Background: an optimization exercise with open tools, aiming at small area. Do not read the settings as production practice. At most, simulation tests tie the RTL to the original design; equivalence was not proved. Power figures rest on the tool's default switching activity, not on a simulated workload.

==> flow/design.v (excerpt) <==
module alu(clk, rst, d1, d2, op, dout);
    input clk, rst;
    input [3:0] op;
    input [31:0] d1;
    input [31:0] d2;
    output reg [31:0] dout;
    wire is_add  = (op == 4'd0);
    wire is_sub  = (op == 4'd1);
    wire is_and  = (op == 4'd2);
    wire is_or   = (op == 4'd3);
    wire is_xor  = (op == 4'd4);
    wire is_srl  = (op == 4'd5);
    wire is_sll  = (op == 4'd6);
    wire is_slt  = (op == 4'd7);
    wire is_sra  = (op == 4'd8);
    wire is_sltu = (op == 4'd9);
    wire hold    = op[3] & (op[2] | op[1]);
    wire nr      = ~rst;
    genvar i;
    wire        sub = is_sub | is_slt | is_sltu;
    wire [31:0] bx  = d2 ^ {32{sub}};
    wire [31:0] pp  = d1 ^ bx;
    wire [31:0] gg  = d1 & bx;
    wire [32:0] pg0 = {pp, 1'b0};
    wire [32:0] gg0 = {gg, sub};
    wire G0_1 = gg0[1] | (pg0[1] & gg0[0]);
    wire P0_1 = pg0[1] & pg0[0];
    wire G0_3 = gg0[3] | (pg0[3] & gg0[2]);
    wire P0_3 = pg0[3] & pg0[2];
    wire G0_5 = gg0[5] | (pg0[5] & gg0[4]);
    wire P0_5 = pg0[5] & pg0[4];
    wire G0_7 = gg0[7] | (pg0[7] & gg0[6]);
    wire P0_7 = pg0[7] & pg0[6];
    wire G0_9 = gg0[9] | (pg0[9] & gg0[8]);
    wire P0_9 = pg0[9] & pg0[8];
    wire G0_11 = gg0[11] | (pg0[11] & gg0[10]);
    wire P0_11 = pg0[11] & pg0[10];
  ...
clock: 5.0 ns
lec_check: 0
cap_margin: 20
core_margin: 2
core_utilization: 40
slew_margin: 20
standard.sh (not shown) runs the stock make flow with config.mk's settings and CLKGATE_MAP_FILE= SYNTH_SCRIPT=/design/flow/synth_recipe.tcl, a recipe that flattens the netlist after the stock synthesis.
==> flow/flow/run.sh <==
#!/bin/bash
# Own layout flow: the standard ORFS flow (standard.sh), with
#  - ORFS's synthesis run unchanged except that ABC maps with an area script
#    (flow/abc_area.script, hooked in by flow/abc_hook.tcl) in place of the
#    delay-oriented one;
#  - the extra make settings in flow/make_args.txt (one per line): ports
#    buffered with sky130_fd_sc_hd__buf_1, clock tree built from clkbuf_8
#    without dummy loads, and ORFS's power recovery (gate downsizing) after
#    global routing.
# The tools' logs are ORFS's own, under orfs/logs; make's output is flow.log.
set -euo pipefail
W=$PWD
export AREA_ABC_SCRIPT=$W/flow/abc_area.script
{ head -n 1 synth_recipe.tcl; echo "source $W/flow/abc_hook.tcl"; tail -n +2 synth_recipe.tcl; } > synth_area.tcl
EXTRA=()
if [[ -f flow/make_args.txt ]]; then mapfile -t EXTRA < flow/make_args.txt; fi
bash standard.sh SYNTH_SCRIPT=$W/synth_area.tcl "${EXTRA[@]}" finish > flow.log 2>&1
==> flow/flow/abc_area.script <==
&get -n
&st
&synch2
&nf -R 1000 -p -F 8 -A 4
&put
topo
stime -c
buffer -c
upsize -c
dnsize -c
==> flow/flow/abc_hook.tcl <==
# Run ABC with an area-oriented script instead of ORFS's delay-oriented one.
# Everything else in ORFS's synthesis is left as it is.
proc abc {args} {
  set i [lsearch -exact $args -script]
  if { $i >= 0 } {
    set args [lreplace $args [expr {$i + 1}] [expr {$i + 1}] $::env(AREA_ABC_SCRIPT)]
  }
  set j [lsearch -exact $args -D]
  if { $j >= 0 } {
    set args [lreplace $args $j [expr {$j + 1}]]
  }
  yosys abc {*}$args
}
==> flow/flow/make_args.txt <==
BUFFER_PORTS_ARGS=-buffer_cell sky130_fd_sc_hd__buf_1
CTS_ARGS=-sink_clustering_enable -repair_clock_nets -dont_use_dummy_load -buf_list sky130_fd_sc_hd__clkbuf_8
RECOVER_POWER=100
Rerun with:
--- a/flow/design.v
+++ b/flow/design.v
@@ -14,17 +14,17 @@
     wire is_slt  = (op == 4'd7);
     wire is_sra  = (op == 4'd8);
     wire is_sltu = (op == 4'd9);
     wire hold    = op[3] & (op[2] | op[1]);
     wire nr      = ~rst;
     genvar i;
     wire        sub = is_sub | is_slt | is_sltu;
-    wire [31:0] bx  = d2 ^ {32{sub}};
-    wire [31:0] pp  = d1 ^ bx;
-    wire [31:0] gg  = d1 & bx;
+    wire [31:0] hh  = d1 ^ d2;
+    wire [31:0] pp  = hh ^ {32{sub}};
+    wire [31:0] gg  = d1 & ~pp;
     wire [32:0] pg0 = {pp, 1'b0};
     wire [32:0] gg0 = {gg, sub};
     wire G0_1 = gg0[1] | (pg0[1] & gg0[0]);
     wire P0_1 = pg0[1] & pg0[0];
     wire G0_3 = gg0[3] | (pg0[3] & gg0[2]);
     wire P0_3 = pg0[3] & pg0[2];
     wire G0_5 = gg0[5] | (pg0[5] & gg0[4]);
@@ -351,23 +351,55 @@
     assign t4[25] = ~((m3 & fill) | (n3 & t3[25]));
     assign t4[26] = ~((m3 & fill) | (n3 & t3[26]));
     assign t4[27] = ~((m3 & fill) | (n3 & t3[27]));
     assign t4[28] = ~((m3 & fill) | (n3 & t3[28]));
     assign t4[29] = ~((m3 & fill) | (n3 & t3[29]));
     assign t4[30] = ~((m3 & fill) | (n3 & t3[30]));
     assign t4[31] = ~((m3 & fill) | (n3 & t3[31]));
-    wire [31:0] y = ~t4;
-    wire [31:0] y16 = {{16{fill}}, y[31:16]};
-    wire e_r0 = nr & sh_r & ~big & ~d2[4];
-    wire e_r1 = nr & sh_r & ~big &  d2[4];
-    wire e_l0 = nr & sh_l & ~big & ~d2[4];
-    wire e_l1 = nr & sh_l & ~big &  d2[4];
+    wire m4 = sh_on & d2[4];
+    wire n4 = sh_on & ~d2[4];
+    wire [31:0] t5;
+    assign t5[0] = ~((m4 & t4[16]) | (n4 & t4[0]));
+    assign t5[1] = ~((m4 & t4[17]) | (n4 & t4[1]));
+    assign t5[2] = ~((m4 & t4[18]) | (n4 & t4[2]));
+    assign t5[3] = ~((m4 & t4[19]) | (n4 & t4[3]));
+    assign t5[4] = ~((m4 & t4[20]) | (n4 & t4[4]));
+    assign t5[5] = ~((m4 & t4[21]) | (n4 & t4[5]));
+    assign t5[6] = ~((m4 & t4[22]) | (n4 & t4[6]));
+    assign t5[7] = ~((m4 & t4[23]) | (n4 & t4[7]));
+    assign t5[8] = ~((m4 & t4[24]) | (n4 & t4[8]));
+    assign t5[9] = ~((m4 & t4[25]) | (n4 & t4[9]));
+    assign t5[10] = ~((m4 & t4[26]) | (n4 & t4[10]));
+    assign t5[11] = ~((m4 & t4[27]) | (n4 & t4[11]));
+    assign t5[12] = ~((m4 & t4[28]) | (n4 & t4[12]));
+    assign t5[13] = ~((m4 & t4[29]) | (n4 & t4[13]));
+    assign t5[14] = ~((m4 & t4[30]) | (n4 & t4[14]));
+    assign t5[15] = ~((m4 & t4[31]) | (n4 & t4[15]));
+    assign t5[16] = ~((m4 & ~fill) | (n4 & t4[16]));
+    assign t5[17] = ~((m4 & ~fill) | (n4 & t4[17]));
+    assign t5[18] = ~((m4 & ~fill) | (n4 & t4[18]));
+    assign t5[19] = ~((m4 & ~fill) | (n4 & t4[19]));
+    assign t5[20] = ~((m4 & ~fill) | (n4 & t4[20]));
+    assign t5[21] = ~((m4 & ~fill) | (n4 & t4[21]));
+    assign t5[22] = ~((m4 & ~fill) | (n4 & t4[22]));
+    assign t5[23] = ~((m4 & ~fill) | (n4 & t4[23]));
+    assign t5[24] = ~((m4 & ~fill) | (n4 & t4[24]));
+    assign t5[25] = ~((m4 & ~fill) | (n4 & t4[25]));
+    assign t5[26] = ~((m4 & ~fill) | (n4 & t4[26]));
+    assign t5[27] = ~((m4 & ~fill) | (n4 & t4[27]));
+    assign t5[28] = ~((m4 & ~fill) | (n4 & t4[28]));
+    assign t5[29] = ~((m4 & ~fill) | (n4 & t4[29]));
+    assign t5[30] = ~((m4 & ~fill) | (n4 & t4[30]));
+    assign t5[31] = ~((m4 & ~fill) | (n4 & t4[31]));
+    wire [31:0] y = t5;
+    wire e_r = nr & sh_r & ~big;
+    wire e_l = nr & sh_l & ~big;
     wire [31:0] shres;
     generate for (i = 0; i < 32; i = i + 1) begin : g_sh
-        assign shres[i] = (e_r0 & y[i]) | (e_r1 & y16[i]) | (e_l0 & y[31 - i]) | (e_l1 & y16[31 - i]);
+        assign shres[i] = (e_r & y[i]) | (e_l & y[31 - i]);
     end endgenerate
     wire e_h   = nr & hold;
     wire e_lt  = nr & ((is_slt & lt) | (is_sltu & ltu));
     wire e_sum = nr & (is_add | is_sub | is_xor | is_or);
     wire e_g   = nr & (is_and | is_or);
     wire [31:0] nxt = ({32{e_sum}} & sum) | ({32{e_g}} & gg) | shres
                     | ({32{e_h}} & dout) | {31'd0, e_lt};
What happened: Power came out higher by 7.5%; worst setup slack improved by 0.0060 ns; utilization came out higher by 0.41 points; cell count came out higher by 11%; sequential share of layout area came out lower by 0.73 points; final area came out higher by 6.5%; area after synthesis came out higher by 5.3%.
No functional check of the RTL was part of any run of this note.

alu, a different RTL version from the one above (not shown whole).
Size: about 680 cells after synthesis, ~32 flip-flops, roughly 100 I/O pins.
clock: 5.0 ns
lec_check: 0
cap_margin: 20
core_margin: 2
core_utilization: 40
slew_margin: 20
Scripts as last shown in full above: flow/flow/run.sh, flow/flow/abc_area.script, flow/flow/abc_hook.tcl, flow/flow/make_args.txt
==> next run, changes <==
--- a/flow/design.v
+++ b/flow/design.v
@@ -172,17 +172,15 @@
     assign cy[29] = G8_29;
     assign cy[30] = G9_30;
     assign cy[31] = G4_31;
     assign cy[32] = G9_32;
     wire        ltu = ~cy[32];
     wire        lt  = ltu ^ d1[31] ^ d2[31];
     wire        use_cy = is_add | is_sub;
-    wire        use_g  = is_or | is_and;
-    wire        use_p  = is_and;
-    wire [31:0] sum = pp ^ ((cy[31:0] & {32{use_cy}}) | (gg & {32{use_g}}) | (pp & {32{use_p}}));
+    wire [31:0] sum = pp ^ (cy[31:0] & {32{use_cy}});
     wire        big  = |d2[31:5];
     wire        sh_l = is_sll;
     wire        sh_r = is_srl | is_sra;
     wire        sh_on = sh_l | sh_r;
     wire        fill = is_sra & d1[31];
     wire [31:0] t0;
     assign t0[0] = ~((sh_l & d1[31]) | (sh_r & d1[0]));
@@ -397,13 +395,14 @@
     wire e_l = nr & sh_l & ~big;
     wire [31:0] shres;
     generate for (i = 0; i < 32; i = i + 1) begin : g_sh
         assign shres[i] = (e_r & y[i]) | (e_l & y[31 - i]);
     end endgenerate
     wire e_h   = nr & hold;
     wire e_lt  = nr & ((is_slt & lt) | (is_sltu & ltu));
-    wire e_sum = nr & (is_add | is_sub | is_xor | is_or | is_and);
-    wire [31:0] nxt = ({32{e_sum}} & sum) | shres
+    wire e_sum = nr & (is_add | is_sub | is_xor | is_or);
+    wire e_g   = nr & (is_and | is_or);
+    wire [31:0] nxt = ({32{e_sum}} & sum) | ({32{e_g}} & gg) | shres
                     | ({32{e_h}} & dout) | {31'd0, e_lt};
     always @(posedge clk)
         dout <= nxt;
 endmodule
=>
- die area drops by 1.6%
- worst setup slack got worse by 0.064 ns
- routed wire length decreases by 2.8%
- clock-buffer cell count is unchanged
- critical path depth climbs by 6
- final area went down by 1.4%
- via count came out lower by 2.2%
- clock power hardly moves
- global-route usage fell by 0.88 points
- synthesized area shrinks by 1.6%
For the first run of this note, only the layout was checked, not whether the RTL still works.

[port drivers added, routing unchanged]
Ports are ideal in the flow. The routed layouts listed here were re-timed in OpenROAD. Step 1 assumes that a clkbuf_16 drives the clock port and a buf_2 every other input. Step 2 moves the port delays by t, midway between the first and last clock arrival at a register: inputs arrive t later, outputs are due t later. That takes back most of the time a late clock gives input paths. Three values: ideal, step 1, step 2; two values: the first two.
run	t (ns)	setup slack, ns	worst data-port slew with drivers (ns)	cell pins on the clock port's net
the first run of note 1	0.314	0.310 / 0.322 / 0.008	0.03	1
the second run of note 1	0.326	0.316 / 0.321 / -0.005	0.04	1
the first run of note 2	0.303	0.436 / 0.440 / 0.137	0.04	1
the second run of note 2	0.316	0.372 / 0.376 / 0.060	0.03	1
Met with ideal ports but missed after step 2: setup timing in the second run of note 1. For the second run of note 1, which loses most, drivers alone change the setup slack by +0.005 ns; drivers and shift together by -0.321 ns.
